Background: an optimization exercise with open tools, aiming at small area. Do not read the settings as production practice.
RTL that was checked went through simulation tests only; none was proved equivalent to the original.
No functional check of the RTL was part of runs 2 and 3.
Power figures rest on the tool's default switching activity, not on a simulated workload.

**design/flow/design.v**
```verilog
module cv_fa(a, b, c, s, co);
input a, b, c;
output s, co;
assign s = a ^ b ^ c;
assign co = (a & b) | (a & c) | (b & c);
endmodule
module cv_ha(a, b, s, co);
input a, b;
output s, co;
assign s = a ^ b;
assign co = a & b;
endmodule
module cv_xn(a, b, y);
input a, b;
output y;
assign y = ~(a ^ b);
endmodule
module conv_layer(out, activations, weights, clk, rst);
output reg [255:0] out;
input [63:0] activations;
input [63:0] weights;
input clk, rst;
reg [63:0] w_r;
reg [7:0] one [0:3];   
reg [7:0] two [0:3];   
reg [7:0] neg [0:3];   
reg [6:0] c;
reg s1, s2, v;
reg [23:0] acc [0:15];
reg [0:0] cr [0:15];
reg [15:0] sh [0:15];
wire first = (c == 7'd0) | s2;    
wire ld_sh = (c == 7'd0);         
wire ld_out = (c == 7'd6) & v;     
wire [23:0] kinit = s2 ? 24'd7929856 : 24'd2359296;
always @(posedge clk) begin
  w_r <= weights;
  s2 <= s1;
  if (!rst) begin
    c <= 7'd0;
    s1 <= 1'b1;
    v <= 1'b0;
  end else begin
    c <= (c == 7'd107) ? 7'd0 : c + 7'd1;
    s1 <= 1'b0;
    if (c == 7'd107) v <= 1'b1;
  end
end
wire [7:0] nz [0:3];
wire [7:0] negn [0:3];
genvar p, j, i;
generate
for (p = 0; p < 4; p = p + 1) begin : enc
  wire [16:0] ax = {activations[16*p +: 16], 1'b0};
  for (j = 0; j < 8; j = j + 1) begin : dig
    always @(posedge clk) begin
      one[p][j] <= ax[2*j+1] ^ ax[2*j];
      two[p][j] <= (ax[2*j+2] & ~ax[2*j+1] & ~ax[2*j]) | (~ax[2*j+2] & ax[2*j+1] & ax[2*j]);
      neg[p][j] <= ax[2*j+2];
    end
    assign nz[p][j] = one[p][j] | two[p][j];
    assign negn[p][j] = ~neg[p][j];
  end
end
for (i = 0; i < 16; i = i + 1) begin : lane
  localparam integer F = i / 4, P = i % 4;
  wire [15:0] w = w_r[16*F +: 16];
  wire [23:0] accfb = first ? kinit : acc[i];
  wire [0:0] crfb = first ? 1'd0 : cr[i];
  wire [23:0] sum;
  wire [0:0] cout;
  wire p1;
  wire q2;
  wire p3;
  wire q4;
  wire p5;
  wire q6;
  wire p7;
  wire q8;
  wire p9;
  wire q10;
  wire p11;
  wire q12;
  wire p13;
  wire q14;
  wire p15;
  wire q16;
  wire p17;
  wire q18;
  wire p19;
  wire q20;
  wire p21;
  wire q22;
  wire p23;
  wire q24;
  wire p25;
  wire q26;
  wire p27;
  wire q28;
  wire p29;
  wire q30;
  wire p31;
  wire q32;
  wire p33;
  wire q34;
  wire p35;
  wire q36;
  wire p37;
  wire q38;
  wire p39;
  wire q40;
  wire p41;
  wire q42;
  wire p43;
  wire q44;
  wire p45;
  wire q46;
  wire p47;
  wire q48;
  wire p49;
  wire q50;
  wire p51;
  wire q52;
  wire p53;
  wire q54;
  wire p55;
  wire q56;
  wire p57;
  wire q58;
  wire p59;
  wire q60;
  wire p61;
  wire q62;
  wire p63;
  wire q64;
  wire p65;
  wire q66;
  wire p67;
  wire q68;
  wire p69;
  wire q70;
  wire p71;
  wire q72;
  wire p73;
  wire q74;
  wire p75;
  wire q76;
  wire p77;
  wire q78;
  wire p79;
  wire q80;
  wire p81;
  wire q82;
  wire p83;
  wire q84;
  wire p85;
  wire q86;
  wire p87;
  wire q88;
  wire p89;
  wire q90;
  wire p91;
  wire q92;
  wire p93;
  wire q94;
  wire p95;
  wire q96;
  wire p97;
  wire q98;
  wire p99;
  wire q100;
  wire p101;
  wire q102;
  wire p103;
  wire q104;
  wire p105;
  wire q106;
  wire p107;
  wire q108;
  wire p109;
  wire q110;
  wire p111;
  wire q112;
  wire p113;
  wire q114;
  wire p115;
  wire q116;
  wire p117;
  wire q118;
  wire p119;
  wire q120;
  wire p121;
  wire q122;
  wire p123;
  wire q124;
  wire p125;
  wire q126;
  wire p127;
  wire q128;
  wire p129;
  wire q130;
  wire p131;
  wire q132;
  wire p133;
  wire q134;
  wire p135;
  wire q136;
  wire p137;
  wire q138;
  wire p139;
  wire q140;
  wire p141;
  wire q142;
  wire p143;
  wire q144;
  wire p145;
  wire q146;
  wire p147;
  wire q148;
  wire p149;
  wire q150;
  wire p151;
  wire q152;
  wire p153;
  wire q154;
  wire p155;
  wire q156;
  wire p157;
  wire q158;
  wire p159;
  wire q160;
  wire p161;
  wire q162;
  wire p163;
  wire q164;
  wire p165;
  wire q166;
  wire p167;
  wire q168;
  wire p169;
  wire q170;
  wire p171;
  wire q172;
  wire p173;
  wire q174;
  wire p175;
  wire q176;
  wire p177;
  wire q178;
  wire p179;
  wire q180;
  wire p181;
  wire q182;
  wire p183;
  wire q184;
  wire p185;
  wire q186;
  wire p187;
  wire q188;
  wire p189;
  wire q190;
  wire p191;
  wire q192;
  wire p193;
  wire q194;
  wire p195;
  wire q196;
  wire p197;
  wire q198;
  wire p199;
  wire q200;
  wire p201;
  wire q202;
  wire p203;
  wire q204;
  wire p205;
  wire q206;
  wire p207;
  wire q208;
  wire p209;
  wire q210;
  wire p211;
  wire q212;
  wire p213;
  wire q214;
  wire p215;
  wire q216;
  wire p217;
  wire q218;
  wire p219;
  wire q220;
  wire p221;
  wire q222;
  wire p223;
  wire q224;
  wire p225;
  wire q226;
  wire p227;
  wire q228;
  wire p229;
  wire q230;
  wire p231;
  wire q232;
  wire p233;
  wire q234;
  wire p235;
  wire q236;
  wire p237;
  wire q238;
  wire p239;
  wire q240;
  wire s241;
  wire c242;
  wire s243;
  wire c244;
  wire s245;
  wire c246;
  wire s247;
  wire c248;
  wire s249;
  wire c250;
  wire s251;
  wire c252;
  wire s253;
  wire c254;
  wire s255;
  wire c256;
  wire s257;
  wire c258;
  wire s259;
  wire c260;
  wire s261;
  wire c262;
  wire s263;
  wire c264;
  wire s265;
  wire c266;
  wire s267;
  wire c268;
  wire s269;
  wire c270;
  wire s271;
  wire c272;
  wire s273;
  wire c274;
  wire s275;
  wire c276;
  wire s277;
  wire c278;
  wire s279;
  wire c280;
  wire s281;
  wire c282;
  wire s283;
  wire c284;
  wire s285;
  wire c286;
  wire s287;
  wire c288;
  wire s289;
  wire c290;
  wire s291;
  wire c292;
  wire s293;
  wire c294;
  wire s295;
  wire c296;
  wire s297;
  wire c298;
  wire s299;
  wire c300;
  wire s301;
  wire c302;
  wire s303;
  wire c304;
  wire s305;
  wire c306;
  wire s307;
  wire c308;
  wire s309;
  wire c310;
  wire s311;
  wire c312;
  wire s313;
  wire c314;
  wire s315;
  wire c316;
  wire s317;
  wire c318;
  wire s319;
  wire c320;
  wire s321;
  wire c322;
  wire s323;
  wire c324;
  wire s325;
  wire c326;
  wire s327;
  wire c328;
  wire s329;
  wire c330;
  wire s331;
  wire c332;
  wire s333;
  wire c334;
  wire s335;
  wire c336;
  wire s337;
  wire c338;
  wire s339;
  wire c340;
  wire s341;
  wire c342;
  wire s343;
  wire c344;
  wire s345;
  wire c346;
  wire s347;
  wire c348;
  wire s349;
  wire c350;
  wire s351;
  wire c352;
  wire s353;
  wire c354;
  wire s355;
  wire c356;
  wire s357;
  wire c358;
  wire s359;
  wire c360;
  wire s361;
  wire c362;
  wire s363;
  wire c364;
  wire s365;
  wire c366;
  wire s367;
  wire c368;
  wire s369;
  wire c370;
  wire s371;
  wire c372;
  wire s373;
  wire c374;
  wire s375;
  wire c376;
  wire s377;
  wire c378;
  wire s379;
  wire c380;
  wire s381;
  wire c382;
  wire s383;
  wire c384;
  wire s385;
  wire c386;
  wire s387;
  wire c388;
  wire s389;
  wire c390;
  wire s391;
  wire c392;
  wire s393;
  wire c394;
  wire s395;
  wire c396;
  wire s397;
  wire c398;
  wire s399;
  wire c400;
  wire s401;
  wire c402;
  wire s403;
  wire c404;
  wire s405;
  wire c406;
  wire s407;
  wire c408;
  wire s409;
  wire c410;
  wire s411;
  wire c412;
  wire s413;
  wire c414;
  wire s415;
  wire c416;
  wire s417;
  wire c418;
  wire s419;
  wire c420;
  wire s421;
  wire c422;
  wire s423;
  wire c424;
  wire s425;
  wire c426;
  wire s427;
  wire c428;
  wire s429;
  wire c430;
  wire s431;
  wire c432;
  wire s433;
  wire c434;
  wire s435;
  wire c436;
  wire s437;
  wire c438;
  wire s439;
  wire c440;
  wire s441;
  wire c442;
  wire s443;
  wire c444;
  wire s445;
  wire c446;
  wire s447;
  wire c448;
  wire s449;
  wire c450;
  wire s451;
  wire c452;
  wire s453;
  wire c454;
  wire s455;
  wire c456;
  wire s457;
  wire c458;
  wire s459;
  wire c460;
  wire s461;
  wire c462;
  wire s463;
  wire c464;
  wire s465;
  wire c466;
  wire s467;
  wire c468;
  wire s469;
  wire c470;
  wire s471;
  wire c472;
  wire s473;
  wire c474;
  wire s475;
  wire c476;
  wire s477;
  wire c478;
  wire s479;
  wire c480;
  wire s481;
  wire c482;
  wire s483;
  wire c484;
  wire s485;
  wire c486;
  wire s487;
  wire c488;
  wire s489;
  wire c490;
  wire s491;
  wire c492;
  wire s493;
  wire c494;
  wire s495;
  wire c496;
  wire s497;
  wire c498;
  wire s499;
  wire c500;
  wire s501;
  wire c502;
  wire s503;
  wire c504;
  wire s505;
  wire c506;
  wire s507;
  wire c508;
  wire s509;
  wire c510;
  wire s511;
  wire c512;
  wire s513;
  wire c514;
  wire s515;
  wire c516;
  wire s517;
  wire c518;
  assign q2 = ~(one[P][0] & w[0]);
  cv_xn up1 (.a(q2), .b(neg[P][0]), .y(p1));
  assign q4 = ~((one[P][0] & w[1]) | (two[P][0] & w[0]));
  cv_xn up3 (.a(q4), .b(neg[P][0]), .y(p3));
  assign q6 = ~((one[P][0] & w[2]) | (two[P][0] & w[1]));
  cv_xn up5 (.a(q6), .b(neg[P][0]), .y(p5));
  assign q8 = ~((one[P][0] & w[3]) | (two[P][0] & w[2]));
  cv_xn up7 (.a(q8), .b(neg[P][0]), .y(p7));
  assign q10 = ~((one[P][0] & w[4]) | (two[P][0] & w[3]));
  cv_xn up9 (.a(q10), .b(neg[P][0]), .y(p9));
  assign q12 = ~((one[P][0] & w[5]) | (two[P][0] & w[4]));
  cv_xn up11 (.a(q12), .b(neg[P][0]), .y(p11));
  assign q14 = ~((one[P][0] & w[6]) | (two[P][0] & w[5]));
  cv_xn up13 (.a(q14), .b(neg[P][0]), .y(p13));
  assign q16 = ~((one[P][0] & w[7]) | (two[P][0] & w[6]));
  cv_xn up15 (.a(q16), .b(neg[P][0]), .y(p15));
  assign q18 = ~((one[P][0] & w[8]) | (two[P][0] & w[7]));
  cv_xn up17 (.a(q18), .b(neg[P][0]), .y(p17));
  assign q20 = ~((one[P][0] & w[9]) | (two[P][0] & w[8]));
  cv_xn up19 (.a(q20), .b(neg[P][0]), .y(p19));
  assign q22 = ~((one[P][0] & w[10]) | (two[P][0] & w[9]));
  cv_xn up21 (.a(q22), .b(neg[P][0]), .y(p21));
  assign q24 = ~((one[P][0] & w[11]) | (two[P][0] & w[10]));
  cv_xn up23 (.a(q24), .b(neg[P][0]), .y(p23));
  assign q26 = ~((one[P][0] & w[12]) | (two[P][0] & w[11]));
  cv_xn up25 (.a(q26), .b(neg[P][0]), .y(p25));
  assign q28 = ~((one[P][0] & w[13]) | (two[P][0] & w[12]));
  cv_xn up27 (.a(q28), .b(neg[P][0]), .y(p27));
  assign q30 = ~((one[P][0] & w[14]) | (two[P][0] & w[13]));
  cv_xn up29 (.a(q30), .b(neg[P][0]), .y(p29));
  assign q32 = ~((one[P][0] & w[15]) | (two[P][0] & w[14]));
  cv_xn up31 (.a(q32), .b(neg[P][0]), .y(p31));
  assign q34 = ~(nz[P][0] & w[15]);
  cv_xn up33 (.a(q34), .b(negn[P][0]), .y(p33));
  assign q36 = ~(one[P][1] & w[0]);
  cv_xn up35 (.a(q36), .b(neg[P][1]), .y(p35));
  assign q38 = ~((one[P][1] & w[1]) | (two[P][1] & w[0]));
  cv_xn up37 (.a(q38), .b(neg[P][1]), .y(p37));
  assign q40 = ~((one[P][1] & w[2]) | (two[P][1] & w[1]));
  cv_xn up39 (.a(q40), .b(neg[P][1]), .y(p39));
  assign q42 = ~((one[P][1] & w[3]) | (two[P][1] & w[2]));
  cv_xn up41 (.a(q42), .b(neg[P][1]), .y(p41));
  assign q44 = ~((one[P][1] & w[4]) | (two[P][1] & w[3]));
  cv_xn up43 (.a(q44), .b(neg[P][1]), .y(p43));
  assign q46 = ~((one[P][1] & w[5]) | (two[P][1] & w[4]));
  cv_xn up45 (.a(q46), .b(neg[P][1]), .y(p45));
  assign q48 = ~((one[P][1] & w[6]) | (two[P][1] & w[5]));
  cv_xn up47 (.a(q48), .b(neg[P][1]), .y(p47));
  assign q50 = ~((one[P][1] & w[7]) | (two[P][1] & w[6]));
  cv_xn up49 (.a(q50), .b(neg[P][1]), .y(p49));
  assign q52 = ~((one[P][1] & w[8]) | (two[P][1] & w[7]));
  cv_xn up51 (.a(q52), .b(neg[P][1]), .y(p51));
  assign q54 = ~((one[P][1] & w[9]) | (two[P][1] & w[8]));
  cv_xn up53 (.a(q54), .b(neg[P][1]), .y(p53));
  assign q56 = ~((one[P][1] & w[10]) | (two[P][1] & w[9]));
  cv_xn up55 (.a(q56), .b(neg[P][1]), .y(p55));
  assign q58 = ~((one[P][1] & w[11]) | (two[P][1] & w[10]));
  cv_xn up57 (.a(q58), .b(neg[P][1]), .y(p57));
  assign q60 = ~((one[P][1] & w[12]) | (two[P][1] & w[11]));
  cv_xn up59 (.a(q60), .b(neg[P][1]), .y(p59));
  assign q62 = ~((one[P][1] & w[13]) | (two[P][1] & w[12]));
  cv_xn up61 (.a(q62), .b(neg[P][1]), .y(p61));
  assign q64 = ~((one[P][1] & w[14]) | (two[P][1] & w[13]));
  cv_xn up63 (.a(q64), .b(neg[P][1]), .y(p63));
  assign q66 = ~((one[P][1] & w[15]) | (two[P][1] & w[14]));
  cv_xn up65 (.a(q66), .b(neg[P][1]), .y(p65));
  assign q68 = ~(nz[P][1] & w[15]);
  cv_xn up67 (.a(q68), .b(negn[P][1]), .y(p67));
  assign q70 = ~(one[P][2] & w[0]);
  cv_xn up69 (.a(q70), .b(neg[P][2]), .y(p69));
  assign q72 = ~((one[P][2] & w[1]) | (two[P][2] & w[0]));
  cv_xn up71 (.a(q72), .b(neg[P][2]), .y(p71));
  assign q74 = ~((one[P][2] & w[2]) | (two[P][2] & w[1]));
  cv_xn up73 (.a(q74), .b(neg[P][2]), .y(p73));
  assign q76 = ~((one[P][2] & w[3]) | (two[P][2] & w[2]));
  cv_xn up75 (.a(q76), .b(neg[P][2]), .y(p75));
  assign q78 = ~((one[P][2] & w[4]) | (two[P][2] & w[3]));
  cv_xn up77 (.a(q78), .b(neg[P][2]), .y(p77));
  assign q80 = ~((one[P][2] & w[5]) | (two[P][2] & w[4]));
  cv_xn up79 (.a(q80), .b(neg[P][2]), .y(p79));
  assign q82 = ~((one[P][2] & w[6]) | (two[P][2] & w[5]));
  cv_xn up81 (.a(q82), .b(neg[P][2]), .y(p81));
  assign q84 = ~((one[P][2] & w[7]) | (two[P][2] & w[6]));
  cv_xn up83 (.a(q84), .b(neg[P][2]), .y(p83));
  assign q86 = ~((one[P][2] & w[8]) | (two[P][2] & w[7]));
  cv_xn up85 (.a(q86), .b(neg[P][2]), .y(p85));
  assign q88 = ~((one[P][2] & w[9]) | (two[P][2] & w[8]));
  cv_xn up87 (.a(q88), .b(neg[P][2]), .y(p87));
  assign q90 = ~((one[P][2] & w[10]) | (two[P][2] & w[9]));
  cv_xn up89 (.a(q90), .b(neg[P][2]), .y(p89));
  assign q92 = ~((one[P][2] & w[11]) | (two[P][2] & w[10]));
  cv_xn up91 (.a(q92), .b(neg[P][2]), .y(p91));
  assign q94 = ~((one[P][2] & w[12]) | (two[P][2] & w[11]));
  cv_xn up93 (.a(q94), .b(neg[P][2]), .y(p93));
  assign q96 = ~((one[P][2] & w[13]) | (two[P][2] & w[12]));
  cv_xn up95 (.a(q96), .b(neg[P][2]), .y(p95));
  assign q98 = ~((one[P][2] & w[14]) | (two[P][2] & w[13]));
  cv_xn up97 (.a(q98), .b(neg[P][2]), .y(p97));
  assign q100 = ~((one[P][2] & w[15]) | (two[P][2] & w[14]));
  cv_xn up99 (.a(q100), .b(neg[P][2]), .y(p99));
  assign q102 = ~(nz[P][2] & w[15]);
  cv_xn up101 (.a(q102), .b(negn[P][2]), .y(p101));
  assign q104 = ~(one[P][3] & w[0]);
  cv_xn up103 (.a(q104), .b(neg[P][3]), .y(p103));
  assign q106 = ~((one[P][3] & w[1]) | (two[P][3] & w[0]));
  cv_xn up105 (.a(q106), .b(neg[P][3]), .y(p105));
  assign q108 = ~((one[P][3] & w[2]) | (two[P][3] & w[1]));
  cv_xn up107 (.a(q108), .b(neg[P][3]), .y(p107));
  assign q110 = ~((one[P][3] & w[3]) | (two[P][3] & w[2]));
  cv_xn up109 (.a(q110), .b(neg[P][3]), .y(p109));
  assign q112 = ~((one[P][3] & w[4]) | (two[P][3] & w[3]));
  cv_xn up111 (.a(q112), .b(neg[P][3]), .y(p111));
  assign q114 = ~((one[P][3] & w[5]) | (two[P][3] & w[4]));
  cv_xn up113 (.a(q114), .b(neg[P][3]), .y(p113));
  assign q116 = ~((one[P][3] & w[6]) | (two[P][3] & w[5]));
  cv_xn up115 (.a(q116), .b(neg[P][3]), .y(p115));
  assign q118 = ~((one[P][3] & w[7]) | (two[P][3] & w[6]));
  cv_xn up117 (.a(q118), .b(neg[P][3]), .y(p117));
  assign q120 = ~((one[P][3] & w[8]) | (two[P][3] & w[7]));
  cv_xn up119 (.a(q120), .b(neg[P][3]), .y(p119));
  assign q122 = ~((one[P][3] & w[9]) | (two[P][3] & w[8]));
  cv_xn up121 (.a(q122), .b(neg[P][3]), .y(p121));
  assign q124 = ~((one[P][3] & w[10]) | (two[P][3] & w[9]));
  cv_xn up123 (.a(q124), .b(neg[P][3]), .y(p123));
  assign q126 = ~((one[P][3] & w[11]) | (two[P][3] & w[10]));
  cv_xn up125 (.a(q126), .b(neg[P][3]), .y(p125));
  assign q128 = ~((one[P][3] & w[12]) | (two[P][3] & w[11]));
  cv_xn up127 (.a(q128), .b(neg[P][3]), .y(p127));
  assign q130 = ~((one[P][3] & w[13]) | (two[P][3] & w[12]));
  cv_xn up129 (.a(q130), .b(neg[P][3]), .y(p129));
  assign q132 = ~((one[P][3] & w[14]) | (two[P][3] & w[13]));
  cv_xn up131 (.a(q132), .b(neg[P][3]), .y(p131));
  assign q134 = ~((one[P][3] & w[15]) | (two[P][3] & w[14]));
  cv_xn up133 (.a(q134), .b(neg[P][3]), .y(p133));
  assign q136 = ~(nz[P][3] & w[15]);
  cv_xn up135 (.a(q136), .b(negn[P][3]), .y(p135));
  assign q138 = ~(one[P][4] & w[0]);
  cv_xn up137 (.a(q138), .b(neg[P][4]), .y(p137));
  assign q140 = ~((one[P][4] & w[1]) | (two[P][4] & w[0]));
  cv_xn up139 (.a(q140), .b(neg[P][4]), .y(p139));
  assign q142 = ~((one[P][4] & w[2]) | (two[P][4] & w[1]));
  cv_xn up141 (.a(q142), .b(neg[P][4]), .y(p141));
  assign q144 = ~((one[P][4] & w[3]) | (two[P][4] & w[2]));
  cv_xn up143 (.a(q144), .b(neg[P][4]), .y(p143));
  assign q146 = ~((one[P][4] & w[4]) | (two[P][4] & w[3]));
  cv_xn up145 (.a(q146), .b(neg[P][4]), .y(p145));
  assign q148 = ~((one[P][4] & w[5]) | (two[P][4] & w[4]));
  cv_xn up147 (.a(q148), .b(neg[P][4]), .y(p147));
  assign q150 = ~((one[P][4] & w[6]) | (two[P][4] & w[5]));
  cv_xn up149 (.a(q150), .b(neg[P][4]), .y(p149));
  assign q152 = ~((one[P][4] & w[7]) | (two[P][4] & w[6]));
  cv_xn up151 (.a(q152), .b(neg[P][4]), .y(p151));
  assign q154 = ~((one[P][4] & w[8]) | (two[P][4] & w[7]));
  cv_xn up153 (.a(q154), .b(neg[P][4]), .y(p153));
  assign q156 = ~((one[P][4] & w[9]) | (two[P][4] & w[8]));
  cv_xn up155 (.a(q156), .b(neg[P][4]), .y(p155));
  assign q158 = ~((one[P][4] & w[10]) | (two[P][4] & w[9]));
  cv_xn up157 (.a(q158), .b(neg[P][4]), .y(p157));
  assign q160 = ~((one[P][4] & w[11]) | (two[P][4] & w[10]));
  cv_xn up159 (.a(q160), .b(neg[P][4]), .y(p159));
  assign q162 = ~((one[P][4] & w[12]) | (two[P][4] & w[11]));
  cv_xn up161 (.a(q162), .b(neg[P][4]), .y(p161));
  assign q164 = ~((one[P][4] & w[13]) | (two[P][4] & w[12]));
  cv_xn up163 (.a(q164), .b(neg[P][4]), .y(p163));
  assign q166 = ~((one[P][4] & w[14]) | (two[P][4] & w[13]));
  cv_xn up165 (.a(q166), .b(neg[P][4]), .y(p165));
  assign q168 = ~((one[P][4] & w[15]) | (two[P][4] & w[14]));
  cv_xn up167 (.a(q168), .b(neg[P][4]), .y(p167));
  assign q170 = ~(one[P][5] & w[0]);
  cv_xn up169 (.a(q170), .b(neg[P][5]), .y(p169));
  assign q172 = ~((one[P][5] & w[1]) | (two[P][5] & w[0]));
  cv_xn up171 (.a(q172), .b(neg[P][5]), .y(p171));
  assign q174 = ~((one[P][5] & w[2]) | (two[P][5] & w[1]));
  cv_xn up173 (.a(q174), .b(neg[P][5]), .y(p173));
  assign q176 = ~((one[P][5] & w[3]) | (two[P][5] & w[2]));
  cv_xn up175 (.a(q176), .b(neg[P][5]), .y(p175));
  assign q178 = ~((one[P][5] & w[4]) | (two[P][5] & w[3]));
  cv_xn up177 (.a(q178), .b(neg[P][5]), .y(p177));
  assign q180 = ~((one[P][5] & w[5]) | (two[P][5] & w[4]));
  cv_xn up179 (.a(q180), .b(neg[P][5]), .y(p179));
  assign q182 = ~((one[P][5] & w[6]) | (two[P][5] & w[5]));
  cv_xn up181 (.a(q182), .b(neg[P][5]), .y(p181));
  assign q184 = ~((one[P][5] & w[7]) | (two[P][5] & w[6]));
  cv_xn up183 (.a(q184), .b(neg[P][5]), .y(p183));
  assign q186 = ~((one[P][5] & w[8]) | (two[P][5] & w[7]));
  cv_xn up185 (.a(q186), .b(neg[P][5]), .y(p185));
  assign q188 = ~((one[P][5] & w[9]) | (two[P][5] & w[8]));
  cv_xn up187 (.a(q188), .b(neg[P][5]), .y(p187));
  assign q190 = ~((one[P][5] & w[10]) | (two[P][5] & w[9]));
  cv_xn up189 (.a(q190), .b(neg[P][5]), .y(p189));
  assign q192 = ~((one[P][5] & w[11]) | (two[P][5] & w[10]));
  cv_xn up191 (.a(q192), .b(neg[P][5]), .y(p191));
  assign q194 = ~((one[P][5] & w[12]) | (two[P][5] & w[11]));
  cv_xn up193 (.a(q194), .b(neg[P][5]), .y(p193));
  assign q196 = ~((one[P][5] & w[13]) | (two[P][5] & w[12]));
  cv_xn up195 (.a(q196), .b(neg[P][5]), .y(p195));
  assign q198 = ~(one[P][6] & w[0]);
  cv_xn up197 (.a(q198), .b(neg[P][6]), .y(p197));
  assign q200 = ~((one[P][6] & w[1]) | (two[P][6] & w[0]));
  cv_xn up199 (.a(q200), .b(neg[P][6]), .y(p199));
  assign q202 = ~((one[P][6] & w[2]) | (two[P][6] & w[1]));
  cv_xn up201 (.a(q202), .b(neg[P][6]), .y(p201));
  assign q204 = ~((one[P][6] & w[3]) | (two[P][6] & w[2]));
  cv_xn up203 (.a(q204), .b(neg[P][6]), .y(p203));
  assign q206 = ~((one[P][6] & w[4]) | (two[P][6] & w[3]));
  cv_xn up205 (.a(q206), .b(neg[P][6]), .y(p205));
  assign q208 = ~((one[P][6] & w[5]) | (two[P][6] & w[4]));
  cv_xn up207 (.a(q208), .b(neg[P][6]), .y(p207));
  assign q210 = ~((one[P][6] & w[6]) | (two[P][6] & w[5]));
  cv_xn up209 (.a(q210), .b(neg[P][6]), .y(p209));
  assign q212 = ~((one[P][6] & w[7]) | (two[P][6] & w[6]));
  cv_xn up211 (.a(q212), .b(neg[P][6]), .y(p211));
  assign q214 = ~((one[P][6] & w[8]) | (two[P][6] & w[7]));
  cv_xn up213 (.a(q214), .b(neg[P][6]), .y(p213));
  assign q216 = ~((one[P][6] & w[9]) | (two[P][6] & w[8]));
  cv_xn up215 (.a(q216), .b(neg[P][6]), .y(p215));
  assign q218 = ~((one[P][6] & w[10]) | (two[P][6] & w[9]));
  cv_xn up217 (.a(q218), .b(neg[P][6]), .y(p217));
  assign q220 = ~((one[P][6] & w[11]) | (two[P][6] & w[10]));
  cv_xn up219 (.a(q220), .b(neg[P][6]), .y(p219));
  assign q222 = ~(one[P][7] & w[0]);
  cv_xn up221 (.a(q222), .b(neg[P][7]), .y(p221));
  assign q224 = ~((one[P][7] & w[1]) | (two[P][7] & w[0]));
  cv_xn up223 (.a(q224), .b(neg[P][7]), .y(p223));
  assign q226 = ~((one[P][7] & w[2]) | (two[P][7] & w[1]));
  cv_xn up225 (.a(q226), .b(neg[P][7]), .y(p225));
  assign q228 = ~((one[P][7] & w[3]) | (two[P][7] & w[2]));
  cv_xn up227 (.a(q228), .b(neg[P][7]), .y(p227));
  assign q230 = ~((one[P][7] & w[4]) | (two[P][7] & w[3]));
  cv_xn up229 (.a(q230), .b(neg[P][7]), .y(p229));
  assign q232 = ~((one[P][7] & w[5]) | (two[P][7] & w[4]));
  cv_xn up231 (.a(q232), .b(neg[P][7]), .y(p231));
  assign q234 = ~((one[P][7] & w[6]) | (two[P][7] & w[5]));
  cv_xn up233 (.a(q234), .b(neg[P][7]), .y(p233));
  assign q236 = ~((one[P][7] & w[7]) | (two[P][7] & w[6]));
  cv_xn up235 (.a(q236), .b(neg[P][7]), .y(p235));
  assign q238 = ~((one[P][7] & w[8]) | (two[P][7] & w[7]));
  cv_xn up237 (.a(q238), .b(neg[P][7]), .y(p237));
  assign q240 = ~((one[P][7] & w[9]) | (two[P][7] & w[8]));
  cv_xn up239 (.a(q240), .b(neg[P][7]), .y(p239));
  cv_fa us241 (.a(accfb[0]), .b(neg[P][0]), .c(p1), .s(s241), .co(c242));
  cv_fa us243 (.a(accfb[1]), .b(p3), .c(c242), .s(s243), .co(c244));
  cv_fa us245 (.a(accfb[2]), .b(neg[P][1]), .c(p35), .s(s245), .co(c246));
  cv_fa us247 (.a(p5), .b(s245), .c(c244), .s(s247), .co(c248));
  cv_fa us249 (.a(accfb[3]), .b(p37), .c(p7), .s(s249), .co(c250));
  cv_fa us251 (.a(c246), .b(s249), .c(c248), .s(s251), .co(c252));
  cv_fa us253 (.a(accfb[4]), .b(neg[P][2]), .c(p39), .s(s253), .co(c254));
  cv_fa us255 (.a(p69), .b(p9), .c(s253), .s(s255), .co(c256));
  cv_fa us257 (.a(c250), .b(s255), .c(c252), .s(s257), .co(c258));
  cv_fa us259 (.a(accfb[5]), .b(p11), .c(p41), .s(s259), .co(c260));
  cv_fa us261 (.a(p71), .b(c254), .c(s259), .s(s261), .co(c262));
  cv_ha us263 (.a(c256), .b(s261), .s(s263), .co(c264));
  cv_fa us265 (.a(accfb[6]), .b(neg[P][3]), .c(p103), .s(s265), .co(c266));
  cv_fa us267 (.a(p13), .b(p43), .c(p73), .s(s267), .co(c268));
  cv_fa us269 (.a(s265), .b(c260), .c(s267), .s(s269), .co(c270));
  cv_fa us271 (.a(c262), .b(s269), .c(c264), .s(s271), .co(c272));
  cv_fa us273 (.a(accfb[7]), .b(p105), .c(p15), .s(s273), .co(c274));
  cv_fa us275 (.a(p45), .b(p75), .c(c266), .s(s275), .co(c276));
  cv_fa us277 (.a(c268), .b(s273), .c(s275), .s(s277), .co(c278));
  cv_fa us279 (.a(c270), .b(s277), .c(c272), .s(s279), .co(c280));
  cv_fa us281 (.a(accfb[8]), .b(neg[P][4]), .c(p107), .s(s281), .co(c282));
  cv_fa us283 (.a(p137), .b(p17), .c(p47), .s(s283), .co(c284));
  cv_fa us285 (.a(p77), .b(s281), .c(c274), .s(s285), .co(c286));
  cv_fa us287 (.a(s283), .b(c276), .c(s285), .s(s287), .co(c288));
  cv_fa us289 (.a(c278), .b(s287), .c(c280), .s(s289), .co(c290));
  cv_fa us291 (.a(accfb[9]), .b(p109), .c(p139), .s(s291), .co(c292));
  cv_fa us293 (.a(p19), .b(p49), .c(p79), .s(s293), .co(c294));
  cv_fa us295 (.a(c282), .b(c284), .c(s291), .s(s295), .co(c296));
  cv_fa us297 (.a(s293), .b(c286), .c(s295), .s(s297), .co(c298));
  cv_fa us299 (.a(c288), .b(s297), .c(c290), .s(s299), .co(c300));
  cv_fa us301 (.a(accfb[10]), .b(neg[P][5]), .c(p111), .s(s301), .co(c302));
  cv_fa us303 (.a(p141), .b(p169), .c(p21), .s(s303), .co(c304));
  cv_fa us305 (.a(p51), .b(p81), .c(s301), .s(s305), .co(c306));
  cv_fa us307 (.a(c292), .b(c294), .c(s303), .s(s307), .co(c308));
  cv_fa us309 (.a(s305), .b(c296), .c(s307), .s(s309), .co(c310));
  cv_ha us311 (.a(c298), .b(s309), .s(s311), .co(c312));
  cv_fa us313 (.a(accfb[11]), .b(p113), .c(p143), .s(s313), .co(c314));
  cv_fa us315 (.a(p171), .b(p23), .c(p53), .s(s315), .co(c316));
  cv_fa us317 (.a(p83), .b(c302), .c(c304), .s(s317), .co(c318));
  cv_fa us319 (.a(s313), .b(s315), .c(c306), .s(s319), .co(c320));
  cv_fa us321 (.a(s317), .b(c308), .c(s319), .s(s321), .co(c322));
  cv_fa us323 (.a(c310), .b(c312), .c(s321), .s(s323), .co(c324));
  cv_fa us325 (.a(accfb[12]), .b(neg[P][6]), .c(p115), .s(s325), .co(c326));
  cv_fa us327 (.a(p145), .b(p173), .c(p197), .s(s327), .co(c328));
  cv_fa us329 (.a(p25), .b(p55), .c(p85), .s(s329), .co(c330));
  cv_fa us331 (.a(s325), .b(c314), .c(c316), .s(s331), .co(c332));
  cv_fa us333 (.a(s327), .b(s329), .c(c318), .s(s333), .co(c334));
  cv_fa us335 (.a(s331), .b(c320), .c(s333), .s(s335), .co(c336));
  cv_fa us337 (.a(c322), .b(s335), .c(c324), .s(s337), .co(c338));
  cv_fa us339 (.a(accfb[13]), .b(p117), .c(p147), .s(s339), .co(c340));
  cv_fa us341 (.a(p175), .b(p199), .c(p27), .s(s341), .co(c342));
  cv_fa us343 (.a(p57), .b(p87), .c(c326), .s(s343), .co(c344));
  cv_fa us345 (.a(c328), .b(c330), .c(s339), .s(s345), .co(c346));
  cv_fa us347 (.a(s341), .b(s343), .c(c332), .s(s347), .co(c348));
  cv_fa us349 (.a(s345), .b(c334), .c(s347), .s(s349), .co(c350));
  cv_fa us351 (.a(c336), .b(s349), .c(c338), .s(s351), .co(c352));
  cv_fa us353 (.a(accfb[14]), .b(neg[P][7]), .c(p119), .s(s353), .co(c354));
  cv_fa us355 (.a(p149), .b(p177), .c(p201), .s(s355), .co(c356));
  cv_fa us357 (.a(p221), .b(p29), .c(p59), .s(s357), .co(c358));
  cv_fa us359 (.a(p89), .b(s353), .c(c340), .s(s359), .co(c360));
  cv_fa us361 (.a(c342), .b(s355), .c(s357), .s(s361), .co(c362));
  cv_fa us363 (.a(c344), .b(c346), .c(s359), .s(s363), .co(c364));
  cv_fa us365 (.a(s361), .b(c348), .c(s363), .s(s365), .co(c366));
  cv_ha us367 (.a(c350), .b(s365), .s(s367), .co(c368));
  cv_fa us369 (.a(accfb[15]), .b(p121), .c(p151), .s(s369), .co(c370));
  cv_fa us371 (.a(p179), .b(p203), .c(p223), .s(s371), .co(c372));
  cv_fa us373 (.a(p31), .b(p61), .c(p91), .s(s373), .co(c374));
  cv_fa us375 (.a(c354), .b(c356), .c(c358), .s(s375), .co(c376));
  cv_fa us377 (.a(s369), .b(s371), .c(s373), .s(s377), .co(c378));
  cv_fa us379 (.a(c360), .b(c362), .c(s375), .s(s379), .co(c380));
  cv_fa us381 (.a(s377), .b(c364), .c(s379), .s(s381), .co(c382));
  cv_fa us383 (.a(c366), .b(s381), .c(c368), .s(s383), .co(c384));
  cv_fa us385 (.a(accfb[16]), .b(crfb[0]), .c(p123), .s(s385), .co(c386));
  cv_fa us387 (.a(p153), .b(p181), .c(p205), .s(s387), .co(c388));
  cv_fa us389 (.a(p225), .b(p33), .c(p63), .s(s389), .co(c390));
  cv_fa us391 (.a(p93), .b(s385), .c(c370), .s(s391), .co(c392));
  cv_fa us393 (.a(c372), .b(c374), .c(s387), .s(s393), .co(c394));
  cv_fa us395 (.a(s389), .b(c376), .c(s391), .s(s395), .co(c396));
  cv_fa us397 (.a(c378), .b(s393), .c(c380), .s(s397), .co(c398));
  cv_fa us399 (.a(s395), .b(s397), .c(c382), .s(s399), .co(c400));
  cv_fa us401 (.a(accfb[17]), .b(p125), .c(p155), .s(s401), .co(c402));
  cv_fa us403 (.a(p183), .b(p207), .c(p227), .s(s403), .co(c404));
  cv_fa us405 (.a(p65), .b(p95), .c(c386), .s(s405), .co(c406));
  cv_fa us407 (.a(c388), .b(c390), .c(s401), .s(s407), .co(c408));
  cv_fa us409 (.a(s403), .b(s405), .c(c392), .s(s409), .co(c410));
  cv_fa us411 (.a(c394), .b(s407), .c(s409), .s(s411), .co(c412));
  cv_fa us413 (.a(c396), .b(s411), .c(c398), .s(s413), .co(c414));
  cv_fa us415 (.a(accfb[18]), .b(p127), .c(p157), .s(s415), .co(c416));
  cv_fa us417 (.a(p185), .b(p209), .c(p229), .s(s417), .co(c418));
  cv_fa us419 (.a(p67), .b(p97), .c(c402), .s(s419), .co(c420));
  cv_fa us421 (.a(c404), .b(s415), .c(s417), .s(s421), .co(c422));
  cv_fa us423 (.a(c406), .b(s419), .c(c408), .s(s423), .co(c424));
  cv_fa us425 (.a(s421), .b(c410), .c(s423), .s(s425), .co(c426));
  cv_fa us427 (.a(c412), .b(s425), .c(c414), .s(s427), .co(c428));
  cv_fa us429 (.a(accfb[19]), .b(p129), .c(p159), .s(s429), .co(c430));
  cv_fa us431 (.a(p187), .b(p211), .c(p231), .s(s431), .co(c432));
  cv_fa us433 (.a(p99), .b(c416), .c(c418), .s(s433), .co(c434));
  cv_fa us435 (.a(s429), .b(s431), .c(c420), .s(s435), .co(c436));
  cv_fa us437 (.a(c422), .b(s433), .c(s435), .s(s437), .co(c438));
  cv_fa us439 (.a(c424), .b(s437), .c(c426), .s(s439), .co(c440));
  cv_fa us441 (.a(accfb[20]), .b(p101), .c(p131), .s(s441), .co(c442));
  cv_fa us443 (.a(p161), .b(p189), .c(p213), .s(s443), .co(c444));
  cv_fa us445 (.a(p233), .b(c430), .c(c432), .s(s445), .co(c446));
  cv_fa us447 (.a(s441), .b(s443), .c(c434), .s(s447), .co(c448));
  cv_fa us449 (.a(s445), .b(c436), .c(s447), .s(s449), .co(c450));
  cv_fa us451 (.a(c438), .b(s449), .c(c440), .s(s451), .co(c452));
  cv_fa us453 (.a(accfb[21]), .b(p133), .c(p163), .s(s453), .co(c454));
  cv_fa us455 (.a(p191), .b(p215), .c(p235), .s(s455), .co(c456));
  cv_fa us457 (.a(c442), .b(c444), .c(s453), .s(s457), .co(c458));
  cv_fa us459 (.a(s455), .b(c446), .c(s457), .s(s459), .co(c460));
  cv_fa us461 (.a(c448), .b(s459), .c(c450), .s(s461), .co(c462));
  cv_fa us463 (.a(accfb[22]), .b(p135), .c(p165), .s(s463), .co(c464));
  cv_fa us465 (.a(p193), .b(p217), .c(p237), .s(s465), .co(c466));
  cv_fa us467 (.a(c454), .b(c456), .c(s463), .s(s467), .co(c468));
  cv_fa us469 (.a(s465), .b(c458), .c(s467), .s(s469), .co(c470));
  cv_fa us471 (.a(c460), .b(s469), .c(c462), .s(s471), .co(c472));
  cv_fa us473 (.a(accfb[23]), .b(p167), .c(p195), .s(s473), .co(c474));
  cv_fa us475 (.a(p219), .b(p239), .c(c464), .s(s475), .co(c476));
  cv_fa us477 (.a(c466), .b(s473), .c(s475), .s(s477), .co(c478));
  cv_fa us479 (.a(c468), .b(s477), .c(c470), .s(s479), .co(c480));
  cv_ha us481 (.a(c258), .b(s263), .s(s481), .co(c482));
  cv_ha us483 (.a(s271), .b(c482), .s(s483), .co(c484));
  cv_ha us485 (.a(s279), .b(c484), .s(s485), .co(c486));
  cv_ha us487 (.a(s289), .b(c486), .s(s487), .co(c488));
  cv_ha us489 (.a(s299), .b(c488), .s(s489), .co(c490));
  cv_fa us491 (.a(c300), .b(s311), .c(c490), .s(s491), .co(c492));
  cv_ha us493 (.a(s323), .b(c492), .s(s493), .co(c494));
  cv_ha us495 (.a(s337), .b(c494), .s(s495), .co(c496));
  cv_ha us497 (.a(s351), .b(c496), .s(s497), .co(c498));
  cv_fa us499 (.a(c352), .b(s367), .c(c498), .s(s499), .co(c500));
  cv_ha us501 (.a(s383), .b(c500), .s(s501), .co(c502));
  cv_ha us503 (.a(c384), .b(s399), .s(s503), .co(c504));
  cv_fa us505 (.a(c400), .b(s413), .c(c504), .s(s505), .co(c506));
  cv_ha us507 (.a(s427), .b(c506), .s(s507), .co(c508));
  cv_fa us509 (.a(c428), .b(s439), .c(c508), .s(s509), .co(c510));
  cv_ha us511 (.a(s451), .b(c510), .s(s511), .co(c512));
  cv_fa us513 (.a(c452), .b(s461), .c(c512), .s(s513), .co(c514));
  cv_ha us515 (.a(s471), .b(c514), .s(s515), .co(c516));
  cv_fa us517 (.a(c472), .b(s479), .c(c516), .s(s517), .co(c518));
  assign sum = {s517, s515, s513, s511, s509, s507, s505, s503, s501, s499, s497, s495, s493, s491, s489, s487, s485, s483, s481, s257, s251, s247, s243, s241};
  assign cout = {c502};
  wire rs1;
  wire rc2;
  wire rs3;
  wire rc4;
  wire rs5;
  wire rc6;
  wire rs7;
  wire rc8;
  wire rs9;
  wire rc10;
  wire rs11;
  wire rc12;
  wire rs13;
  wire rc14;
  wire rs15;
  cv_ha urs1 (.a(acc[i][16]), .b(cr[i][0]), .s(rs1), .co(rc2));
  cv_ha urs3 (.a(acc[i][17]), .b(rc2), .s(rs3), .co(rc4));
  cv_ha urs5 (.a(acc[i][18]), .b(rc4), .s(rs5), .co(rc6));
  cv_ha urs7 (.a(acc[i][19]), .b(rc6), .s(rs7), .co(rc8));
  cv_ha urs9 (.a(acc[i][20]), .b(rc8), .s(rs9), .co(rc10));
  cv_ha urs11 (.a(acc[i][21]), .b(rc10), .s(rs11), .co(rc12));
  cv_ha urs13 (.a(acc[i][22]), .b(rc12), .s(rs13), .co(rc14));
  assign rs15 = acc[i][23] ^ rc14;
  wire [15:0] full = {rs15, rs13, rs11, rs9, rs7, rs5, rs3, rs1, acc[i][15], acc[i][14], acc[i][13], acc[i][12], acc[i][11], acc[i][10], acc[i][9], acc[i][8]};
  always @(posedge clk) begin
    acc[i] <= sum;
    cr[i] <= cout;
    if (ld_sh) sh[i] <= full;
    if (!rst) out[16*i +: 16] <= 16'd0;
    else if (ld_out) out[16*i +: 16] <= sh[i];
  end
end
endgenerate
endmodule
```
**design/flow/flow/run.sh**
```bash
#!/bin/bash
# Own layout flow: the standard layout (standard.sh: ORFS synthesis through finish),
# with the smallest buffer (buf_1) as the buffer on every input and output port.
set -euo pipefail
cd "$(dirname "$0")/.."
export BUFFER_PORTS_ARGS="-buffer_cell sky130_fd_sc_hd__buf_1"
bash standard.sh > flow_standard.log 2>&1
```
**design/flow/standard.sh**
```bash
#!/bin/bash
# synth_recipe.tcl (not shown) runs the flow's synth.tcl, then flattens the netlist and writes it again
# the make line also repeats each setting of config.mk as NAME=value (left out here)
make -C /OpenROAD-flow-scripts/flow DESIGN_CONFIG=/design/flow/config.mk WORK_HOME=/design/flow/orfs CLKGATE_MAP_FILE= SYNTH_SCRIPT=/design/flow/synth_recipe.tcl "${@:-finish}"
```
**design/flow/config.mk**
```make
export PLATFORM = sky130hd
export DESIGN_NAME = conv_layer
export DESIGN_NICKNAME = conv_layer
export VERILOG_FILES = /design/flow/design.v
export SDC_FILE = /design/flow/constraint.sdc
export NUM_CORES = 8
export LEC_CHECK = 0
export CAP_MARGIN = 10
export CORE_MARGIN = 2
export CORE_UTILIZATION = 65
export CTS_BUF_LIST = sky130_fd_sc_hd__clkbuf_8 sky130_fd_sc_hd__clkbuf_16
export CTS_CLUSTER_DIAMETER = 100
export CTS_CLUSTER_SIZE = 20
export SLEW_MARGIN = 10
export SYNTH_HIERARCHICAL = 1
export SYNTH_MINIMUM_KEEP_SIZE = 0
```
**design/flow/constraint.sdc**
```tcl
create_clock -name core_clock -period 7.0 [get_ports {clk}]
set_input_delay 1.4000 -clock core_clock [delete_from_list [all_inputs] [get_ports {clk}]]
set_output_delay 1.4000 -clock core_clock [all_outputs]
set_load 0.01 [all_outputs]
```
==> flow_summary_export.csv, run 1 <==
group,metric,value,unit
run_status,outcome,"finished clean",
logic_synthesis,synth_area_leaders,"fa_1 (36%), xnor2_1 (15%), dfxtp_1 (15%)",
sta,slew_headroom,28.72,%
routing,drc,0,
floorplanning,io-pin-count,386,
critical_path,critPathCaptureType,"flop",
power_and_ir_drop,power.switching,27960,uW
power_and_ir_drop,p_clk_share,7.3,%
critical_path,path_buf_inv,4,
sta,timing.fmax,147.2,MHz
placed_design,dp_hpwl,268.5,mm
power_and_ir_drop,p_total,61180,uW
clock_network,cts_buffers,70,
grt,grt_overflow,0,
power_and_ir_drop,powerDensity,509.5,mW/mm^2
sta,fin_crit,6794,ps
sta,setup-tns-final,0,ps
clock_network,cts_buffer_depth,3,
logic_synthesis,ys_types,31,
floorplanning,fp.coreArea,0.1695,mm^2
cells_and_area,post-route-cell-area,0.1201,mm^2
routing,via_per_inst,6.775,
critical_path,worst-path-max-fanout,63,
critical_path,cp_slowest_stage_delay,450,ps
cells_and_area,final_util,70.86,%
critical_path,path_delay_family,"adder cells",
placed_design,numPortBuffers,385,
clock_network,cts_resized,0,
routing,wl_per_cell,30.97,um
clock_network,htree_levels,3,
routing,postRouteAntennaNets,0,
cells_and_area,drive_above_1_share,9.060,%
sta,hold_viol,0,
floorplanning,die_w,417.1,um
cells_and_area,area_delta_synth_final,8.238,%
job,max-cap-violations,0,
routing,firstDrtPassIters,9,
placed_design,place_congestion,0.9846,
floorplanning,die_height,417.1,um
cells_and_area,num-nets-final,12190,
clock_network,cts_sinks,1082,
power_and_ir_drop,vdd_ir_drop_max,0.5562,mV
critical_path,crit_chain,"inv_1, ha_1, a31oi_4, buf_4, buf_12, buf_4, and2_1, fa_1, fa_1, ha_1, fa_1, fa_1, fa_1, fa_1, ha_1, fa_1, ha_1, ha_1, ha_1, fa_1, ha_1",
grt,antenna_found_initial,17,
logic_synthesis,syn_inst,9583,
routing,via_count,81320,
critical_path,start_kind,"flop",
worst_hold_path,hp-class,"flop to flop",
sta,setup_slack,205.6,ps
sta,setup_viol,0,
routing,drt_iter0_drc,10730,
floorplanning,std_cell_rows,151,
clock_network,cts.clk_slew.worst_paths,90,ps
grt,grtUsageTotal,43.23,%
clock_network,cts_tree,"built",
grt,grt_pass1_vias,85870,
sta,fin_skew,55.26,ps
logic_synthesis,ys_seq_elements,1082,
sta,min_period_over_period,97.06,%
critical_path,regToRegSetupSlack,210,ps
critical_path,critPathRequiredTime,7630,ps
grt,grt_start_max_net_pins,160,
clock_network,clk_latency,760,ps
cells_and_area,final-seq-area,0.02448,mm^2
floorplanning,initial_core_util,65.46,%
critical_path,cpMostUsedCell,"fa_1",
logic_synthesis,yosysTopAreaCellShare,35.51,%
power_and_ir_drop,netSwitchingFraction,45.71,%
cells_and_area,fillers,12450,
cells_and_area,multi_input_area,0.08282,mm^2
cells_and_area,layout_common_cells,"fa_1 (1968), xnor2_1 (1921), a22oi_1 (1728), dfxtp_1 (681), nand2_1 (642)",
clock_network,cts_root_buf,"clkbuf_16",
logic_synthesis,syn_avg_cell_area,11.58,um^2
power_and_ir_drop,combPwrFrac,73.2,%
critical_path,arrival,7420,ps
power_and_ir_drop,p_leak,0.04420,uW
routing,totalWireLength,371.7,mm
logic_synthesis,synthesis.area,0.1109,mm^2
sta,final_max_slew_viol_count,0,
sta,tightest_slew,1066,ps
cells_and_area,final_common_cell,"fa_1",
critical_path,crit_path_top_delay_cell,"fa_1",
logic_synthesis,yosys.area.top_type,"fa_1",
logic_synthesis,synth_warnings,19,
critical_path,criticalPathCategory,"flop to flop",
logic_synthesis,syn-num-nets,12050,
power_and_ir_drop,seqPwrFrac,19.5,%
placed_design,placed_area,0.1179,mm^2
grt,grt_pass1_wl,556.7,mm
placed_design,place_ws,253.8,ps
power_and_ir_drop,p_int,33220,uW
floorplanning,dieArea,0.1740,mm^2
logic_synthesis,synth.yosys.seq_area_share,21.83,%
-- registers in the layout (all words and copies together) (netlist names) --
name and cells:
acc 384, out 256, sh 256, w_r 64, neg 32, one 32
two 32, cr 16, c 7, s1 1, s2 1, v 1
-- final timing paths --
path | from | end | depth (start not counted)
min | s1$_DFF_P_ | s2$_DFF_P_ | 0
max reg2reg | c[0]$_SDFF_PP0_ | acc[15][15]$_DFF_P_ | 21
min reg2reg | s1$_DFF_P_ | s2$_DFF_P_ | 0
max | c[0]$_SDFF_PP0_ | acc[15][15]$_DFF_P_ | 21
-- per-module statistics from Yosys (local to each module, per instance) --
module / cells / times used / flip-flops and latches
conv_layer: 5327 / 1 / 1082
cv_xn: 1 / 1920 / 0
cv_ha: 1 / 368 / 0
cv_fa: 1 / 1968 / 0
-- logic make-up (layout without fill, tap and decap cells) --
| logic type | Yosys count | count (layout) | share of synthesized area (%) |
|---|---|---|---|
| and+or+nand+nor | 1040 | 1040 | 4.436 |
| other | 0 | 6 | 0 |
| xor gates and xnor gates | 1967 | 1967 | 15.53 |
| adders and majority gates | 2339 | 2339 | 39.70 |
| DFF | 1082 | 1082 | 21.83 |
| muxes | 256 | 256 | 2.310 |
| buffers and inverters | 992 | 1188 | 3.547 |
| AOI/OAI and AO/OA | 1907 | 1907 | 12.65 |
-- power groups by stage --
| stage | combinational (uW) | sequential, uW | clock, uW |
|---|---|---|---|
| finish | 44800 | 12000 | 4450 |
| global route | 51500 | 12000 | 4690 |
| CTS | 45100 | 11800 | 4520 |
| detailed placement | 44300 | 11900 | 0 |
| global placement | 42300 | 12000 | 0 |
| floorplan | 31600 | 10900 | 0 |
-- per-layer routing --
metal	vias up	wire length, um	track usage (%)
met5	-	38	0
met4	6	23790	22.64
met3	1198	49600	13.58
met2	5792	159200	62.38
met1	41590	139100	58.75
li1	32730	-	-
-- final cells by class --
| cell class | instances | area share (%) |
|---|---|---|
| clock buffers | 74 | 1.514 |
| well taps | 2218 | 2.311 |
| diodes | 6 | 0.01250 |
| flip-flops and latches | 1082 | 20.38 |
| multi-input cells | 7509 | 68.97 |
| clock inverters | 54 | 0.2980 |
| repair buffers | 1023 | 6.393 |
| inverters | 37 | 0.1219 |
-- Yosys cell counts, drive strengths merged --
master  instances
or3             2
nand3           4
a31oi           1
nor2b           6
and2          304
nand2b         44
and4            1
clkbuf        677
fa           1968
a21o           64
xor2           46
a21oi          18
o31ai           1
ha            371
o21ai          94
nor2            7
buf           278
dfxtp         826
mux2i         256
nand3b         28
xnor2        1921
nor3            1
nand2         642
edfxtp        256
or3b            1
inv            37
o21a            1
a22oi        1728
-- through the flow --
step / cells / hold slack, ps
floorplan: 9583 / 309.6
finish: 12000 / 330.6
global route: 12000 / 344.8
detailed placement: 11870 / 312.6
CTS: 12000 / 330.5
global placement: 11870 / 310.5
-- timing repair --
action                                  in CTS  in global routing
hold buffers                                 0                  0
setup buffers                                0                  2
endpoints found under the setup margin       0                  1
==> run 2, diff against run 1 <==
--- a/design/flow/design.v
+++ b/design/flow/design.v
@@ -997,6 +997,5 @@
     cr[i] <= cout;
     if (ld_sh) sh[i] <= full;
-    if (!rst) out[16*i +: 16] <= 16'd0;
-    else if (ld_out) out[16*i +: 16] <= sh[i];
+    if (ld_out | ~rst) out[16*i +: 16] <= sh[i] & {16{rst}};
   end
 end
==> run 2 against run 1 <==
  * Critical path depth decreased by 4
  * Routed wire length is 4.6% higher
  * First-iteration DRC count grew 17%
  * Non-clock buffer count is 70 lower
  * Area after synthesis fell by 0.62%
  * Sequential share of layout area increased by 2.2 points
  * Sequential power barely moved
  * Critical path type unchanged
  * Power increased by 6.1%
  * Utilization is essentially flat
  * Synthesized cell count is 5.9% lower
  * Setup slack got worse by 30 ps
  * Clock skew increased by 5.1 ps
==> flow_summary_export.csv, run 2 <==
group,metric,value,unit
run_status,outcome,"finished clean",
floorplanning,die_height,415.9,um
sta,rsz0062_at_grt,"no",
cells_and_area,largest_reg_flops,384,
cells_and_area,top_regs,"acc: 384 flops, out: 256 flops, sh: 256 flops",
cells_and_area,num-nets-final,11610,
sta,min_period_over_period,97.49,%
grt,antenna_found_initial,8,
clock_network,hold_buffers,0,
logic_synthesis,synthesis.area,0.1103,mm^2
grt,grt_pass1_wl,573.1,mm
sta,setup_slack,175.6,ps
floorplanning,io-pin-count,386,
logic_synthesis,ys_types,33,
logic_synthesis,synth_edf_count,512,
cells_and_area,drive_above_1_share,8.904,%
sta,fin_crit,6824,ps
sta,final_max_slew_viol_count,0,
critical_path,start_kind,"flop",
logic_synthesis,yosys.cell_count.top_type,"fa_1",
routing,via_per_inst,6.986,
critical_path,worst-path-max-fanout,12,
sta,timing.fmax,146.5,MHz
power_and_ir_drop,vdd_ir_drop_max,0.5141,mV
logic_synthesis,synth_warnings,19,
power_and_ir_drop,powerDensity,542.7,mW/mm^2
sta,hold_viol,0,
routing,drc,0,
cells_and_area,regMostFlops,"acc",
clock_network,htree_levels,3,
clock_network,cts_root_buf,"clkbuf_16",
grt,grt_start_max_net_pins,119,
grt,grt_overflow,0,
logic_synthesis,synthArstFlopShare,0,%
job,max-cap-violations,0,
logic_synthesis,syn_inst,9013,
clock_network,cts_tree,"built",
floorplanning,dieArea,0.1729,mm^2
floorplanning,std_cell_rows,151,
critical_path,critPathCaptureType,"flop",
logic_synthesis,ys_seq_elements,1082,
cells_and_area,area_delta_synth_final,8.472,%
placed_design,place_congestion,0.9967,
logic_synthesis,syn-num-nets,11480,
routing,via_count,79810,
worst_hold_path,hp-start,"s1$_DFF_P_",
clock_network,cts_sinks,1082,
worst_hold_path,hp-class,"flop to flop",
logic_synthesis,ys.flop_type,"dfxtp_1",
sta,setup_viol,0,
critical_path,critPathRequiredTime,7630,ps
critical_path,timing.rr.start,"w_r[56]$_DFF_P_",
placed_design,place_ws,20.28,ps
logic_synthesis,syn_avg_cell_area,12.23,um^2
cells_and_area,final_common_cell,"fa_1",
routing,firstDrtPassIters,8,
cells_and_area,post-route-cell-area,0.1196,mm^2
clock_network,cts_buffer_depth,3,
critical_path,critPathLaunch,"w_r[56]$_DFF_P_",
placed_design,numPortBuffers,385,
logic_synthesis,synthTopCellsByCount,"fa_1 (1968), xnor2_1 (1921), a22oi_1 (1728)",
placed_design,dp_hpwl,265.6,mm
sta,setup-tns-final,0,ps
critical_path,criticalPathCategory,"flop to flop",
sta,slew_headroom,26.16,%
logic_synthesis,yosysTopAreaCellShare,35.73,%
cells_and_area,layout_common_cells,"fa_1 (1968), xnor2_1 (1921), a22oi_1 (1728), and2_1 (560), edfxtp_1 (512)",
floorplanning,initial_core_util,65.28,%
routing,drt_iter0_drc,12560,
logic_synthesis,synth.yosys.seq_area_share,24.29,%
grt,grt_pass1_vias,84430,
logic_synthesis,yosys.area.top_type,"fa_1",
clock_network,cts_buffers,71,
placed_design,placed_area,0.1173,mm^2
power_and_ir_drop,p_leak,0.04399,uW
floorplanning,die_w,415.9,um
routing,wl_per_cell,34.05,um
routing,postRouteAntennaNets,0,
routing,totalWireLength,389.0,mm
logic_synthesis,synth_area_leaders,"fa_1 (36%), xnor2_1 (15%), edfxtp_1 (14%)",
sta,tightest_slew,1108,ps
clock_network,cts.clk_slew.worst_paths,90,ps
sta,fin_skew,60.32,ps
cells_and_area,fillers,12190,
critical_path,arrival,7450,ps
grt,grtUsageTotal,45.54,%
clock_network,clk_latency,780,ps
floorplanning,fp.coreArea,0.1689,mm^2
## run 2: changes by cell type after synthesis, sizes merged, moves of 2 or more
cell / previous run / this run
edfxtp: 256 / 512
clkbuf: 677 / 696
nor2: 7 / 5
mux2i: 256 / 0
nand2: 642 / 130
and2: 304 / 560
nor2b: 6 / 4
dfxtp: 826 / 570
buf: 278 / 202
## run 2: per-module statistics from Yosys (local to each module, per instance)
module      flops+latches  cell area (um^2)  times used
conv_layer           1082             49440           1
cv_fa                   0             20.02        1968
cv_ha                   0             12.51         368
cv_xn                   0             8.758        1920
## run 2: final cells by class
cell class / instances / area, um^2 / share of cell area (%)
multi-input combinational: 6995 / 79960 / 66.85
sequential: 1082 / 27040 / 22.61
timing repair buffer: 953 / 7452 / 6.231
tap: 2218 / 2775 / 2.320
clock buffer: 74 / 1852 / 1.548
clock inverter: 56 / 357.8 / 0.2992
inverter: 38 / 150.1 / 0.1255
antenna: 7 / 17.52 / 0.01465
## run 2: through the flow
stage	util [%]	total power, uW	hold slack, ps	std cells
CTS	70.78	64370	329.4	11420
floorplan	-	42940	309.6	9013
detailed placement	69.47	58900	312.6	11290
finish	70.81	64900	327.8	11420
global route	70.80	71460	342.2	11420
global placement	69.47	57000	310.3	11290
## run 2: layer usage
metal / vias to the layer above / GRT usage, % / share of wire, %
met1: 40370 / 64.96 / 38
met3: 1058 / 21.52 / 18
met5: - / 1.500 / 0.099
met2: 7336 / 57.79 / 38
met4: 16 / 21.87 / 6.1
li1: 31030 / - / -
## run 2: final timing paths
path / endpoint / slack (ps) / cells past startpoint
setup / recovery: acc[13][23]$_DFF_P_ / 180 / 17
hold / removal: s2$_DFF_P_ / 330 / 0
setup reg to reg: acc[13][23]$_DFF_P_ / 180 / 17
hold reg to reg: s2$_DFF_P_ / 330 / 0
## run 2: timing repair
| action | in CTS | in global routing |
|---|---|---|
| gates resized for setup | 0 | 3 |
| endpoints found under the setup margin | 0 | 28 |
| buffers inserted | 0 | 1 |
## run 2: worst max-delay path: stages (launching register included)
cell and delay (ps):
dfxtp_2 960, buf_12 240, a22oi_1 120, xnor2_1 240
fa_1 460, fa_1 510, fa_1 530, fa_1 430
ha_1 220, fa_1 460, ha_1 280, fa_1 390
ha_1 210, fa_1 430, ha_1 220, fa_1 360
ha_1 200, fa_1 420
## run 2: logic make-up after synthesis
group | count (synthesis) | share of synthesized area (%)
adders and majority gates | 2339 | 39.94
DFF | 1082 | 24.29
xor gates and xnor gates | 1967 | 15.63
and+or+nand+nor | 781 | 4.174
buffers and inverters | 936 | 3.208
AOI/OAI and AO/OA | 1908 | 12.76
## run 2: power breakdown
group | switching (uW) | leakage, uW | total, uW | internal (uW)
registers | 1660 | 0.00993 | 12300 | 10600
clock network | 2530 | 0.00119 | 4510 | 1980
logic | 25900 | 0.0329 | 48100 | 22200
total | 30100 | 0.0440 | 64900 | 34800
==> run 3, diff against run 2 <==
--- a/design/flow/config.mk
+++ b/design/flow/config.mk
@@ -8,8 +8,8 @@
 export CAP_MARGIN = 10
 export CORE_MARGIN = 2
-export CORE_UTILIZATION = 65
-export CTS_BUF_LIST = sky130_fd_sc_hd__clkbuf_8 sky130_fd_sc_hd__clkbuf_16
-export CTS_CLUSTER_DIAMETER = 100
-export CTS_CLUSTER_SIZE = 20
+export CORE_UTILIZATION = 70
+export CTS_BUF_LIST = sky130_fd_sc_hd__clkbuf_4 sky130_fd_sc_hd__clkbuf_8
+export CTS_CLUSTER_DIAMETER = 60
+export CTS_CLUSTER_SIZE = 12
 export SLEW_MARGIN = 10
 export SYNTH_HIERARCHICAL = 1
==> run 3 against run 2 <==
  * Sequential power barely moved
  * Design area up 0.42%
  * Combinational power hardly changed
  * Global-route usage up 3.1 points
  * Critical path depth up 3
  * Die area fell by 7.1%
==> flow_summary_export.csv, run 3 <==
group,metric,value,unit
logic_synthesis,syn-num-nets,11480,
critical_path,start_kind,"flop",
sta,setup-tns-final,0,ps
logic_synthesis,synth.yosys.seq_area_share,24.29,%
job,max-cap-violations,0,
critical_path,regToRegSetupSlack,130,ps
floorplanning,initial_core_util,70.50,%
grt,antenna_found_initial,8,
sta,final_max_slew_viol_count,0,
power_and_ir_drop,vdd_ir_drop_max,0.4326,mV
logic_synthesis,synth_area_leaders,"fa_1 (36%), xnor2_1 (15%), edfxtp_1 (14%)",
logic_synthesis,synthesis.area,0.1103,mm^2
routing,wl_per_cell,33.87,um
cells_and_area,area_delta_synth_final,8.926,%
critical_path,ff2ff_path_depth,20,
floorplanning,die_height,400.9,um
cells_and_area,top_regs,"acc: 384 flops, out: 256 flops, sh: 256 flops",
clock_network,clk_latency,960,ps
logic_synthesis,synth_mux_area_share,0,%
clock_network,hold_buffers,0,
clock_network,cts_root_buf,"clkbuf_8",
cells_and_area,layout_common_cells,"fa_1 (1968), xnor2_1 (1921), a22oi_1 (1728), and2_1 (560), edfxtp_1 (512)",
power_and_ir_drop,powerDensity,545.4,mW/mm^2
routing,firstDrtPassIters,10,
clock_network,cts_buffers,142,
logic_synthesis,yosys.area.top_type,"fa_1",
run_status,outcome,"finished clean",
worst_hold_path,min_path_cells,0,
sta,fin_skew,50.30,ps
logic_synthesis,synth_compound_area_share,12.76,%
routing,postRouteAntennaNets,0,
power_and_ir_drop,p_leak,0.04434,uW
sta,setup_slack,129.4,ps
logic_synthesis,synth_fa_ha_area_share,39.94,%
cells_and_area,regMostFlops,"acc",
critical_path,criticalPathCategory,"flop to flop",
routing,drc,0,
clock_network,cts_buffer_depth,3,
placed_design,place_ws,200.1,ps
routing,via_per_inst,7.140,
logic_synthesis,yosysTopAreaCellShare,35.73,%
sta,timing.fmax,145.5,MHz
critical_path,reg2reg_to,"acc[9][23]$_DFF_P_",
floorplanning,fp.coreArea,0.1564,mm^2
logic_synthesis,syn_inst,9013,
placed_design,numPortBuffers,385,
critical_path,worst-path-max-fanout,29,
sta,tightest_slew,1241,ps
cells_and_area,num-nets-final,11690,
logic_synthesis,synth-simple-area-share,4.174,%
clock_network,cts_tree,"built",
sta,fin_crit,6871,ps
logic_synthesis,synthXorXnorAreaFrac,15.63,%
grt,grt_pass1_vias,86660,
sta,rsz0062_at_grt,"no",
worst_hold_path,hp-start,"s1$_DFF_P_",
logic_synthesis,synthTopCellsByCount,"fa_1 (1968), xnor2_1 (1921), a22oi_1 (1728)",
logic_synthesis,ys_seq_elements,1082,
grt,grtUsageTotal,48.69,%
placed_design,place_congestion,1.006,
logic_synthesis,synth_edf_count,512,
floorplanning,std_cell_rows,145,
cells_and_area,drive_above_1_share,10.56,%
grt,grt_overflow,0,
grt,grt_start_max_net_pins,133,
logic_synthesis,syn_avg_cell_area,12.23,um^2
critical_path,critPathRequiredTime,7810,ps
logic_synthesis,synthArstFlopShare,0,%
cells_and_area,final_common_cell,"fa_1",
routing,drt_iter0_drc,13680,
clock_network,cts_sinks,1082,
sta,setup_viol,0,
floorplanning,io-pin-count,386,
logic_synthesis,ys_types,33,
critical_path,critPathCaptureType,"flop",
logic_synthesis,yosys.cell_count.top_type,"fa_1",
sta,min_period_over_period,98.15,%
worst_hold_path,hp-class,"flop to flop",
floorplanning,dieArea,0.1607,mm^2
placed_design,dp_hpwl,265.5,mm
sta,slew_headroom,17.28,%
critical_path,arrival,7680,ps
logic_synthesis,ys.flop_type,"dfxtp_1",
worst_hold_path,min_delay_worst_endpoint,"s2$_DFF_P_",
sta,hold_viol,0,
clock_network,cts.clk_slew.worst_paths,80,ps
floorplanning,die_w,400.9,um
cells_and_area,largest_reg_flops,384,
routing,totalWireLength,386.4,mm
logic_synthesis,synth_top_family_by_area,"adder cells",
logic_synthesis,synth_warnings,19,
grt,grt_pass1_wl,573.1,mm
routing,via_count,81460,
critical_path,timing.rr.start,"c[0]$_SDFF_PP0_",
clock_network,htree_levels,4,
[run 3: area by class of cell]
cell class / instances / area (um^2)
clock inverter: 76 / 754.5
clock buffer: 186 / 2285
inverter: 38 / 150.1
fill: 10310 / 36290
multi-input combinational: 6995 / 79950
timing repair buffer: 966 / 7328
antenna: 8 / 20.02
tap: 2058 / 2575
sequential: 1082 / 27030
[run 3: repair_timing]
| item | 4_1_cts | 5_1_grt |
|---|---|---|
| gates resized for setup | 0 | 1 |
| setup endpoints to repair | 0 | 2 |
| buffers inserted | 0 | 0 |
[run 3: how the worst max path moves through the flow]
stage | from | endpoint | slack, ps | cells after the start
after floorplan | neg[0][6]$_DFF_P_ | acc[0][23]$_DFF_P_ | 90 | 15
after global placement | c[0]$_SDFF_PP0_ | acc[15][23]$_DFF_P_ | 290 | 20
after CTS | c[0]$_SDFF_PP0_ | acc[8][15]$_DFF_P_ | 200 | 21
final | c[0]$_SDFF_PP0_ | acc[9][23]$_DFF_P_ | 130 | 20
after detailed placement | c[3]$_SDFF_PP0_ | acc[9][23]$_DFF_P_ | 200 | 19
after global routing | c[0]$_SDFF_PP0_ | acc[9][23]$_DFF_P_ | 10 | 20
[run 3: metrics by stage]
step                      power (uW)  area, um^2  hold WS [ps]  std cells  util (%)
after floorplan                42940      110300         309.6       9013         -
after global placement         56240      117000         312.3      11140     74.84
after detailed placement       58730      117000         313.8      11140     74.84
after CTS                      64950      120100         330.2      11400     76.78
after global routing           71850      120100         336.5      11400     76.78
final                          65500      120100         329.4      11410     76.80
[run 3: layer usage]
layer | routed length (um) | share of wire, % | vias to the layer above | global-route usage, %
met4 | 26260 | 6.8 | 15 | 24.90
met2 | 148700 | 38 | 7934 | 62.14
met3 | 72720 | 19 | 1469 | 25.19
li1 | - | - | 31230 | -
met5 | 440 | 0.11 | - | 1.606
met1 | 138300 | 36 | 40810 | 67.23
[run 3: kinds of logic (layout without fill, tap and decap cells)]
| group | count (synthesis) | count (layout) |
|---|---|---|
| buffers and inverters | 936 | 1266 |
| adders and majority gates | 2339 | 2339 |
| other | 0 | 8 |
| and+or+nand+nor | 781 | 781 |
| AOI/OAI and AO/OA | 1908 | 1908 |
| DFF | 1082 | 1082 |
| xor gates and xnor gates | 1967 | 1967 |
[run 3: power by group]
group	internal (uW)	switching, uW	total (uW)
Combinational	22100	25700	47800
Clock	2470	2870	5340
Sequential	10600	1710	12300
Total	35200	30300	65500
[run 3: per-module statistics from Yosys, one instance, submodules excluded]
module	cells inside	flip-flops and latches	cell area, um^2	times used
cv_ha	1	0	12.51	368
cv_xn	1	0	8.758	1920
conv_layer	4757	1082	49440	1
cv_fa	1	0	20.02	1968
[run 3: worst max-delay path: stages (launching register included)]
cell     delay [ps]
dfxtp_1         380
inv_1            80
ha_1            260
a31oi_4         300
buf_12          180
buf_12          180
and2_1          180
fa_1            420
fa_1            490
fa_1            520
fa_1            430
ha_1            220
fa_1            420
ha_1            240
fa_1            450
ha_1            250
fa_1            460
ha_1            240
fa_1            370
ha_1            210
fa_1            440

-- re-timing with driven ports --
Ports are ideal in the flow. The routed layouts listed here were re-timed in OpenROAD. Step 1 assumes that a clkbuf_16 drives the clock port and a buf_2 every other input. Step 2 moves the port delays by t, midway between the first and last clock arrival at a register: inputs arrive t later, outputs are due t later. That takes back most of the time a late clock gives input paths. a / b / c = ideal ports / drivers / drivers and shift; a / b = the first two.
run | t, ns | slack for setup (ns) | slew at the worst register clock pin (ns)
run 1 | 0.832 | 0.206 / 0.206 / 0.206 | 0.10 / 0.10
run 2 | 0.847 | 0.176 / 0.176 / 0.176 | 0.10 / 0.10
run 3 | 1.017 | 0.129 / 0.129 / 0.129 | 0.10 / 0.10
After both steps every run listed still meets setup and hold.
